Background: an optimization exercise with open tools, aiming at a short achievable clock period and few clock cycles. Do not read the settings as production practice.
RTL that was checked went through simulation tests only; none was proved equivalent to the original.
Power is estimated from default activity; no workload was simulated.

==> flow/design.v <==
module SignExtension(
  In, 
  Out
);
input signed [15:0] In; 
output signed [31:0] Out;
assign Out = In;
endmodule  
module SevenSeg(OUT,IN);
input  [3:0] IN;
output [6:0] OUT;
assign OUT =
  (IN == 4'h0) ? 7'b1000000 :
  (IN == 4'h1) ? 7'b1111001 :
  (IN == 4'h2) ? 7'b0100100 :
  (IN == 4'h3) ? 7'b0110000 :
  (IN == 4'h4) ? 7'b0011001 :
  (IN == 4'h5) ? 7'b0010010 :
  (IN == 4'h6) ? 7'b0000010 :
  (IN == 4'h7) ? 7'b1111000 :
  (IN == 4'h8) ? 7'b0000000 :
  (IN == 4'h9) ? 7'b0010000 :
  (IN == 4'hA) ? 7'b0001000 :
  (IN == 4'hb) ? 7'b0000011 :
  (IN == 4'hc) ? 7'b1000110 :
  (IN == 4'hd) ? 7'b0100001 :
  (IN == 4'he) ? 7'b0000110 :
    7'b0001110 ;
endmodule
module AddKS(
  A,
  B,
  CI,
  S
);
parameter W = 16;
input  [W-1:0] A;
input  [W-1:0] B;
input          CI;
output [W-1:0] S;
wire [W-1:0] p = A ^ B;
wire [6*W-1:0] g;
wire [6*W-1:0] t;
assign g[W-1:0] = (A & B) | {{(W-1){1'b0}}, p[0] & CI};
assign t[W-1:0] = p;
genvar l, i;
generate
  for (l = 0; l < 5; l = l + 1) begin : lvl
    for (i = 0; i < W; i = i + 1) begin : pos
      if (i >= (1 << l)) begin : comb
        assign g[(l+1)*W+i] = g[l*W+i] | (t[l*W+i] & g[l*W+i-(1<<l)]);
        assign t[(l+1)*W+i] = t[l*W+i] & t[l*W+i-(1<<l)];
      end else begin : pass
        assign g[(l+1)*W+i] = g[l*W+i];
        assign t[(l+1)*W+i] = t[l*W+i];
      end
    end
  end
endgenerate
assign S = p ^ {g[5*W +: W-1], CI};
endmodule  
module hw5_cpu(
  clk,
  rst_n,
  imem_addr,
  imem_data,
  dmem_addr,
  dmem_we,
  dmem_wdata,
  dmem_rdata,
  LEDR, LEDG,
  HEX0, HEX1, HEX2, HEX3
);
input clk;
input rst_n;
output [9:0] imem_addr;
input [32-1:0] imem_data;
output [9:0] dmem_addr;
output dmem_we;
output [16-1:0] dmem_wdata;
input [16-1:0] dmem_rdata;
output [9:0] LEDR;
output [7:0] LEDG;
output [6:0] HEX0, HEX1, HEX2, HEX3;
reg rst_q;
always @(posedge clk)
  rst_q <= rst_n;
reg [15:0] pc_f;
reg        x_v;
reg [15:0] x_pc4;                   
reg        x_sum, x_and, x_link;    
reg        x_wreg, x_load, x_store;
reg        x_jmp, x_jsrr, x_movi;
reg        x_pv;                    
reg [15:0] x_pval;                  
reg [3:0]  x_rd;
reg [15:0] x_b, x_c, x_a;           
reg        x_bm, x_cm, x_am;        
reg        m_wreg;
reg        m_load;
reg        m_we;
reg [3:0]  m_rd;
reg [15:0] m_res;
reg [15:0] m_sdata;
reg        w_wreg;
reg [3:0]  w_rd;
reg [15:0] w_res;
reg [15:0] lr;                      
reg [15:0] rf [0:15];
reg [2:0]  cc;
reg [9:0]  ledr_q;
reg [7:0]  ledg_q;
reg [6:0]  hex0_q, hex1_q, hex2_q, hex3_q;
assign imem_addr  = pc_f[11:2];
assign dmem_addr  = m_res[9:0];
assign dmem_we    = m_we;
assign dmem_wdata = m_sdata;
assign LEDR = ledr_q;
assign LEDG = ledg_q;
assign HEX0 = hex0_q;
assign HEX1 = hex1_q;
assign HEX2 = hex2_q;
assign HEX3 = hex3_q;
wire [7:0]  f_op  = imem_data[31:24];
wire [3:0]  f_ra  = imem_data[23:20];
wire [3:0]  f_rb  = imem_data[19:16];
wire [3:0]  f_rc  = imem_data[11:8];
wire [15:0] f_imm = imem_data[15:0];
wire f_add  = (f_op == 8'b00000000);
wire f_addi = (f_op == 8'b00000001);
wire f_and  = (f_op == 8'b00001000);
wire f_andi = (f_op == 8'b00001001);
wire f_mov  = (f_op == 8'b00010000);
wire f_movi = (f_op == 8'b00010001);
wire f_ldw  = (f_op == 8'b00101010);
wire f_stw  = (f_op == 8'b00110010);
wire f_br   = (f_op[7:3] == 5'b11011);
wire f_jmp  = (f_op == 8'b11100000);
wire f_jsr  = (f_op == 8'b11110000);
wire f_jsrr = (f_op == 8'b11111000);
wire f_immt   = f_addi | f_andi | f_ldw | f_stw | f_movi;
wire f_uses_b = f_add | f_addi | f_and | f_andi | f_ldw | f_stw | f_jmp | f_jsrr;
wire f_uses_c = f_add | f_and | f_mov;
wire f_wreg   = f_add | f_addi | f_and | f_andi | f_mov | f_movi | f_ldw | f_jsr | f_jsrr;
wire [3:0] f_rd = (f_mov | f_movi) ? f_rb : (f_jsr | f_jsrr) ? 4'd7 : f_ra;
wire xw = x_v && x_wreg;
wire b_m = xw     && (x_rd == f_rb);
wire b_w = m_wreg && (m_rd == f_rb);
wire b_v = w_wreg && (w_rd == f_rb);
wire c_m = xw     && (x_rd == f_rc);
wire c_w = m_wreg && (m_rd == f_rc);
wire c_v = w_wreg && (w_rd == f_rc);
wire a_m = xw     && (x_rd == f_ra);
wire a_w = m_wreg && (m_rd == f_ra);
wire a_v = w_wreg && (w_rd == f_ra);
wire [15:0] w_next = m_load ? dmem_rdata : m_res;
wire [15:0] f_bval = b_w ? w_next : b_v ? w_res : rf[f_rb];
wire [15:0] f_cval = c_w ? w_next : c_v ? w_res : rf[f_rc];
wire [15:0] f_aval = a_w ? w_next : a_v ? w_res : rf[f_ra];
wire f_stall = (x_v && x_load &&
  ((f_uses_b && x_rd == f_rb) || (f_uses_c && x_rd == f_rc) || (f_stw && x_rd == f_ra) || f_br)) ||
  (f_br && !xw && m_load);
wire [15:0] pc4_f = pc_f + 16'h4;
wire [13:0] tgt_hi;
AddKS #(.W(14)) add_tgt(.A(pc_f[15:2]), .B(f_imm[13:0]), .CI(1'b1), .S(tgt_hi));
wire [15:0] tgt_f = {tgt_hi, pc_f[1:0]};
wire movi_hit = x_v && x_movi && (x_rd == f_rb);
wire [15:0] jmp_pval = movi_hit ? x_c : (f_rb == 4'd7) ? lr : pc4_f;
wire [13:0] jsrr_hi;
AddKS #(.W(14)) add_jsrr(.A(pc_f[15:2]), .B(x_c[13:0]), .CI(1'b1), .S(jsrr_hi));
wire [15:0] jsrr_pf  = {jsrr_hi, pc_f[1:0]};
wire [15:0] fb = x_bm ? m_res : x_b;
wire [15:0] fc = x_cm ? m_res : x_c;
wire [15:0] fa = x_am ? m_res : x_a;
wire [15:0] sum;
AddKS #(.W(16)) add_alu(.A(fb), .B(fc), .CI(1'b0), .S(sum));
wire [15:0] res = x_sum ? sum :
                  x_and ? andv :
                  x_link ? x_pc4 :
                  fc;
function [2:0] ccof;
  input [15:0] v;
  ccof = v[15] ? 3'b100 : (v == 16'h0) ? 3'b010 : 3'b001;
endfunction
wire [15:0] andv = fb & fc;
wire sum_zero = ((fb ^ fc) == {fb[14:0] | fc[14:0], 1'b0});
wire [2:0] cc_sum = sum[15] ? 3'b100 : sum_zero ? 3'b010 : 3'b001;
wire [2:0] cc_x = x_sum ? cc_sum : x_and ? ccof(andv) : x_link ? ccof(x_pc4) : ccof(fc);
wire [2:0] cc_now = m_wreg ? ccof(m_res) : w_wreg ? ccof(w_res) : cc;
wire [2:0] cc_live = (x_v && x_wreg) ? cc_x : cc_now;
wire f_take = f_jsr || (f_br && ((f_op[2:0] & cc_live) != 3'b000));
wire pred_ok = x_pv && (fb == x_pval);
wire redirect = x_v && (x_jmp || x_jsrr) && !pred_ok;
wire [13:0] jsrx_hi;
AddKS #(.W(14)) add_jsrx(.A(x_pc4[15:2]), .B(fb[13:0]), .CI(1'b0), .S(jsrx_hi));
wire [15:0] jsrr_x = {jsrx_hi, x_pc4[1:0]};
wire [15:0] target = x_jmp ? fb : jsrr_x;
always @(posedge clk)
begin
  if (!rst_n) begin
    pc_f <= 16'h0;
    x_v  <= 1'b0;
  end else if (redirect) begin
    pc_f <= target;
    x_v  <= 1'b0;
  end else if (f_stall) begin
    x_v  <= 1'b0;
  end else begin
    if (f_take)
      pc_f <= tgt_f;
    else if (f_jmp)
      pc_f <= jmp_pval;
    else if (f_jsrr && movi_hit)
      pc_f <= jsrr_pf;
    else
      pc_f <= pc4_f;
    x_v  <= 1'b1;
  end
  if (!rst_q)
    lr <= 16'h0;
  else if (f_jsr || f_jsrr)
    lr <= pc4_f;
  x_pc4   <= pc4_f;
  x_sum   <= f_add | f_addi | f_ldw | f_stw;
  x_and   <= f_and | f_andi;
  x_link  <= f_jsr | f_jsrr;
  x_wreg  <= f_wreg;
  x_load  <= f_ldw;
  x_store <= f_stw;
  x_jmp   <= f_jmp;
  x_jsrr  <= f_jsrr;
  x_movi  <= f_movi;
  x_pv    <= f_jmp || movi_hit;
  x_pval  <= f_jmp ? jmp_pval : x_c;
  x_rd    <= f_rd;
  x_b  <= f_bval;
  x_bm <= b_m;
  x_c  <= f_immt ? f_imm : f_cval;
  x_cm <= !f_immt && c_m;
  x_a  <= f_aval;
  x_am <= a_m;
end
always @(posedge clk)
begin
  if (!rst_q) begin
    m_wreg <= 1'b0;
    m_load <= 1'b0;
    m_we   <= 1'b0;
    m_res  <= 16'h0;
  end else begin
    m_wreg <= x_v && x_wreg;
    m_load <= x_v && x_load;
    m_we   <= x_v && x_store;
    m_res  <= res;
  end
  m_rd    <= x_rd;
  m_sdata <= fa;
end
always @(posedge clk)
begin
  if (!rst_q)
    w_wreg <= 1'b0;
  else
    w_wreg <= m_wreg;
  w_rd  <= m_rd;
  w_res <= w_next;
end
integer k;
always @(posedge clk)
begin
  if (!rst_q) begin
    for (k = 0; k < 16; k = k + 1)
      rf[k] <= 16'h0;
    cc <= 3'b000;
  end else if (w_wreg) begin
    rf[w_rd] <= w_res;
    cc <= ccof(w_res);
  end
end
wire [6:0] seg0, seg1, seg2, seg3;
SevenSeg sseg0(.OUT(seg3), .IN(m_sdata[15:12]));
SevenSeg sseg1(.OUT(seg2), .IN(m_sdata[11:8]));
SevenSeg sseg2(.OUT(seg1), .IN(m_sdata[7:4]));
SevenSeg sseg3(.OUT(seg0), .IN(m_sdata[3:0]));
always @(posedge clk)
begin
  if (!rst_q) begin
    ledr_q <= 10'h3FF;
    ledg_q <= 8'hFF;
    hex3_q <= 7'b0100001;  
    hex2_q <= 7'b0000110;  
    hex1_q <= 7'b0001000;  
    hex0_q <= 7'b0100001;  
  end else if (m_we) begin
    if (m_res[9:0] == 1020)
      ledr_q <= m_sdata[9:0];
    if (m_res[9:0] == 1021)
      ledg_q <= m_sdata[7:0];
    if (m_res[9:0] == 1022) begin
      hex3_q <= seg3;
      hex2_q <= seg2;
      hex1_q <= seg1;
      hex0_q <= seg0;
    end
  end
end
endmodule  
clock: 12.0 ns
lec_check: 0
cap_margin: 20
core_margin: 2
core_utilization: 40
slew_margin: 20
standard.sh (not shown) runs the stock make flow with config.mk's settings and CLKGATE_MAP_FILE= SYNTH_SCRIPT=/design/flow/synth_recipe.tcl, a recipe that flattens the netlist after the stock synthesis.
==> flow/flow/run.sh <==
#!/bin/bash
# The standard layout, with timing repair aimed below the design's period.
set -euo pipefail
bash standard.sh SETUP_SLACK_MARGIN=9 finish > flow.log 2>&1
Testbench counts at the start, summed over its fixed seeds: cycles 19,565.
Next try:
--- a/flow/design.v
+++ b/flow/design.v
@@ -26,40 +26,8 @@
   (IN == 4'hd) ? 7'b0100001 :
   (IN == 4'he) ? 7'b0000110 :
     7'b0001110 ;
 endmodule
-module AddKS(
-  A,
-  B,
-  CI,
-  S
-);
-parameter W = 16;
-input  [W-1:0] A;
-input  [W-1:0] B;
-input          CI;
-output [W-1:0] S;
-wire [W-1:0] p = A ^ B;
-wire [6*W-1:0] g;
-wire [6*W-1:0] t;
-assign g[W-1:0] = (A & B) | {{(W-1){1'b0}}, p[0] & CI};
-assign t[W-1:0] = p;
-genvar l, i;
-generate
-  for (l = 0; l < 5; l = l + 1) begin : lvl
-    for (i = 0; i < W; i = i + 1) begin : pos
-      if (i >= (1 << l)) begin : comb
-        assign g[(l+1)*W+i] = g[l*W+i] | (t[l*W+i] & g[l*W+i-(1<<l)]);
-        assign t[(l+1)*W+i] = t[l*W+i] & t[l*W+i-(1<<l)];
-      end else begin : pass
-        assign g[(l+1)*W+i] = g[l*W+i];
-        assign t[(l+1)*W+i] = t[l*W+i];
-      end
-    end
-  end
-endgenerate
-assign S = p ^ {g[5*W +: W-1], CI};
-endmodule  
 module hw5_cpu(
   clk,
   rst_n,
   imem_addr,
@@ -160,21 +128,16 @@
 wire f_stall = (x_v && x_load &&
   ((f_uses_b && x_rd == f_rb) || (f_uses_c && x_rd == f_rc) || (f_stw && x_rd == f_ra) || f_br)) ||
   (f_br && !xw && m_load);
 wire [15:0] pc4_f = pc_f + 16'h4;
-wire [13:0] tgt_hi;
-AddKS #(.W(14)) add_tgt(.A(pc_f[15:2]), .B(f_imm[13:0]), .CI(1'b1), .S(tgt_hi));
-wire [15:0] tgt_f = {tgt_hi, pc_f[1:0]};
+wire [15:0] tgt_f = pc4_f + {f_imm[13:0], 2'b00};
 wire movi_hit = x_v && x_movi && (x_rd == f_rb);
 wire [15:0] jmp_pval = movi_hit ? x_c : (f_rb == 4'd7) ? lr : pc4_f;
-wire [13:0] jsrr_hi;
-AddKS #(.W(14)) add_jsrr(.A(pc_f[15:2]), .B(x_c[13:0]), .CI(1'b1), .S(jsrr_hi));
-wire [15:0] jsrr_pf  = {jsrr_hi, pc_f[1:0]};
+wire [15:0] jsrr_pf  = pc4_f + {x_c[13:0], 2'b00};
 wire [15:0] fb = x_bm ? m_res : x_b;
 wire [15:0] fc = x_cm ? m_res : x_c;
 wire [15:0] fa = x_am ? m_res : x_a;
-wire [15:0] sum;
-AddKS #(.W(16)) add_alu(.A(fb), .B(fc), .CI(1'b0), .S(sum));
+wire [15:0] sum = fb + fc;
 wire [15:0] res = x_sum ? sum :
                   x_and ? andv :
                   x_link ? x_pc4 :
                   fc;
@@ -190,11 +153,9 @@
 wire [2:0] cc_live = (x_v && x_wreg) ? cc_x : cc_now;
 wire f_take = f_jsr || (f_br && ((f_op[2:0] & cc_live) != 3'b000));
 wire pred_ok = x_pv && (fb == x_pval);
 wire redirect = x_v && (x_jmp || x_jsrr) && !pred_ok;
-wire [13:0] jsrx_hi;
-AddKS #(.W(14)) add_jsrx(.A(x_pc4[15:2]), .B(fb[13:0]), .CI(1'b0), .S(jsrx_hi));
-wire [15:0] jsrr_x = {jsrx_hi, x_pc4[1:0]};
+wire [15:0] jsrr_x = x_pc4 + {fb[13:0], 2'b00};
 wire [15:0] target = x_jmp ? fb : jsrr_x;
 always @(posedge clk)
 begin
   if (!rst_n) begin
@@ -217,9 +178,9 @@
     x_v  <= 1'b1;
   end
   if (!rst_q)
     lr <= 16'h0;
-  else if (f_jsr || f_jsrr)
+  else if (!redirect && !f_stall && (f_jsr || f_jsrr))
     lr <= pc4_f;
   x_pc4   <= pc4_f;
   x_sum   <= f_add | f_addi | f_ldw | f_stw;
   x_and   <= f_and | f_andi;
@@ -264,14 +225,14 @@
     w_wreg <= m_wreg;
   w_rd  <= m_rd;
   w_res <= w_next;
 end
-integer k;
+integer i;
 always @(posedge clk)
 begin
   if (!rst_q) begin
-    for (k = 0; k < 16; k = k + 1)
-      rf[k] <= 16'h0;
+    for (i = 0; i < 16; i = i + 1)
+      rf[i] <= 16'h0;
     cc <= 3'b000;
   end else if (w_wreg) begin
     rf[w_rd] <= w_res;
     cc <= ccof(w_res);
The new run ran to the end with no violations.
Power stays flat.
Combinational power stays flat.
Worst hold slack gets better by 0.020 ns.
Die area stays flat.
Worst setup slack gets worse by 0.018 ns.
Maximum frequency decreases by 0.45%.
Clock-buffer cell count increases by 8.
Sequential power hardly moves.
Final cell count decreases by 1.2%.
The RTL of the second run of this note was laid out without a check of its function.


Setup of rev 12:
Starts from the design.v that is shown in full above.
Settings: LEC_CHECK=0, CAP_MARGIN=20, CORE_MARGIN=2, CORE_UTILIZATION=40, SLEW_MARGIN=20, TNS_END_PERCENT=10; clock period 12.0 ns.
==> flow/flow/run.sh <==
#!/bin/bash
# The standard layout, with timing repair aimed below the design's period.
# The standard synthesis runs first, unchanged; the layout after it also
# keeps the delay cells out, so that port buffers are not delay cells.
set -euo pipefail
bash standard.sh synth > synth.log 2>&1
bash standard.sh SETUP_SLACK_MARGIN=8.5 "DONT_USE_CELLS=sky130_fd_sc_hd__probe_p_8 sky130_fd_sc_hd__probec_p_8 sky130_fd_sc_hd__lpflow_bleeder_1 sky130_fd_sc_hd__lpflow_clkbufkapwr_1 sky130_fd_sc_hd__lpflow_clkbufkapwr_16 sky130_fd_sc_hd__lpflow_clkbufkapwr_2 sky130_fd_sc_hd__lpflow_clkbufkapwr_4 sky130_fd_sc_hd__lpflow_clkbufkapwr_8 sky130_fd_sc_hd__lpflow_clkinvkapwr_1 sky130_fd_sc_hd__lpflow_clkinvkapwr_16 sky130_fd_sc_hd__lpflow_clkinvkapwr_2 sky130_fd_sc_hd__lpflow_clkinvkapwr_4 sky130_fd_sc_hd__lpflow_clkinvkapwr_8 sky130_fd_sc_hd__lpflow_decapkapwr_12 sky130_fd_sc_hd__lpflow_decapkapwr_3 sky130_fd_sc_hd__lpflow_decapkapwr_4 sky130_fd_sc_hd__lpflow_decapkapwr_6 sky130_fd_sc_hd__lpflow_decapkapwr_8 sky130_fd_sc_hd__lpflow_inputiso0n_1 sky130_fd_sc_hd__lpflow_inputiso0p_1 sky130_fd_sc_hd__lpflow_inputiso1n_1 sky130_fd_sc_hd__lpflow_inputiso1p_1 sky130_fd_sc_hd__lpflow_inputisolatch_1 sky130_fd_sc_hd__lpflow_isobufsrc_1 sky130_fd_sc_hd__lpflow_isobufsrc_16 sky130_fd_sc_hd__lpflow_isobufsrc_2 sky130_fd_sc_hd__lpflow_isobufsrc_4 sky130_fd_sc_hd__lpflow_isobufsrc_8 sky130_fd_sc_hd__lpflow_isobufsrckapwr_16 sky130_fd_sc_hd__lpflow_lsbuf_lh_hl_isowell_tap_1 sky130_fd_sc_hd__lpflow_lsbuf_lh_hl_isowell_tap_2 sky130_fd_sc_hd__lpflow_lsbuf_lh_hl_isowell_tap_4 sky130_fd_sc_hd__lpflow_lsbuf_lh_isowell_4 sky130_fd_sc_hd__lpflow_lsbuf_lh_isowell_tap_1 sky130_fd_sc_hd__lpflow_lsbuf_lh_isowell_tap_2 sky130_fd_sc_hd__lpflow_lsbuf_lh_isowell_tap_4 sky130_fd_sc_hd__clkdlybuf4s15_1 sky130_fd_sc_hd__clkdlybuf4s15_2 sky130_fd_sc_hd__clkdlybuf4s18_1 sky130_fd_sc_hd__clkdlybuf4s18_2 sky130_fd_sc_hd__clkdlybuf4s25_1 sky130_fd_sc_hd__clkdlybuf4s25_2 sky130_fd_sc_hd__clkdlybuf4s50_1 sky130_fd_sc_hd__clkdlybuf4s50_2 sky130_fd_sc_hd__dlygate4sd1_1 sky130_fd_sc_hd__dlygate4sd2_1 sky130_fd_sc_hd__dlygate4sd3_1 sky130_fd_sc_hd__dlymetal6s2s_1 sky130_fd_sc_hd__dlymetal6s4s_1 sky130_fd_sc_hd__dlymetal6s6s_1 " finish > flow.log 2>&1
Testbench counts of rev 12, summed over its fixed seeds: cycles 19,565.
Input-level comparison between rev 13 and rev 12:
--- a/flow/design.v
+++ b/flow/design.v
@@ -283,4 +283,7 @@
 SevenSeg sseg2(.OUT(seg1), .IN(m_sdata[7:4]));
 SevenSeg sseg3(.OUT(seg0), .IN(m_sdata[3:0]));
+wire ld_r = m_we && (m_res[9:0] == 1020);
+wire ld_g = m_we && (m_res[9:0] == 1021);
+wire ld_h = m_we && (m_res[9:0] == 1022);
 always @(posedge clk)
 begin
@@ -292,15 +295,11 @@
     hex1_q <= 7'b0001000;  
     hex0_q <= 7'b0100001;  
-  end else if (m_we) begin
-    if (m_res[9:0] == 1020)
-      ledr_q <= m_sdata[9:0];
-    if (m_res[9:0] == 1021)
-      ledg_q <= m_sdata[7:0];
-    if (m_res[9:0] == 1022) begin
-      hex3_q <= seg3;
-      hex2_q <= seg2;
-      hex1_q <= seg1;
-      hex0_q <= seg0;
-    end
+  end else begin
+    ledr_q <= ({10{ld_r}} & m_sdata[9:0]) | ({10{!ld_r}} & ledr_q);
+    ledg_q <= ({8{ld_g}} & m_sdata[7:0]) | ({8{!ld_g}} & ledg_q);
+    hex3_q <= ({7{ld_h}} & seg3) | ({7{!ld_h}} & hex3_q);
+    hex2_q <= ({7{ld_h}} & seg2) | ({7{!ld_h}} & hex2_q);
+    hex1_q <= ({7{ld_h}} & seg1) | ({7{!ld_h}} & hex1_q);
+    hex0_q <= ({7{ld_h}} & seg0) | ({7{!ld_h}} & hex0_q);
   end
 end
Notes after the runs:
Total number of vias, rev 13 and rev 12, lower one = rev 13.
Routed wire in rev 13 totals less than in rev 12.
Between rev 12 and rev 13, the flow reports via count of the first global-routing pass decreasing by a few percent.
Looking only at layout overhead on the synthesized area, and setting everything else aside, the higher value of rev 13 and rev 12 goes to rev 12.
Compared with rev 12, rev 13 ends up with a smaller final cell area.
Minimum period implied by the final worst setup slack | rev 13 above rev 12
No functional check of the RTL was part of rev 13.

re-timing with driven ports:
The flow's constraints put no driver on any port. The routed layouts listed below were extracted and timed again, unchanged, in two steps. Step 1 sets driving cells, clkbuf_16 on the clock port and buf_2 on the other inputs (assumed; they add their load-dependent delay and slew). Step 2, shift: input delay + t, output delay - t, t = (earliest + latest rising clock arrival at the registers) / 2. This alone moves slack from input paths to output paths. Three values: no drivers, after step 1, after step 2; two values: the first two.
run | shift t [ns] | setup WS [ns] | worst setup path at the end | worst data-port slew with drivers (ns)
the first run of note 1 | 0.696 | 7.965 / 7.978 / 7.282 | input to register | 0.21
the second run of note 1 | 0.684 | 7.947 / 7.725 / 7.041 | input to register | 0.56
rev 12 | 0.693 | 8.015 / 7.982 / 7.289 | input to register | 0.21
rev 13 | 0.686 | 7.865 / 7.871 / 7.185 | input to register | 0.32
After both steps setup and hold are still met in every run listed. The setup slack of the second run of note 1, which loses most, moves by -0.222 ns with the drivers and by -0.906 ns with both steps.
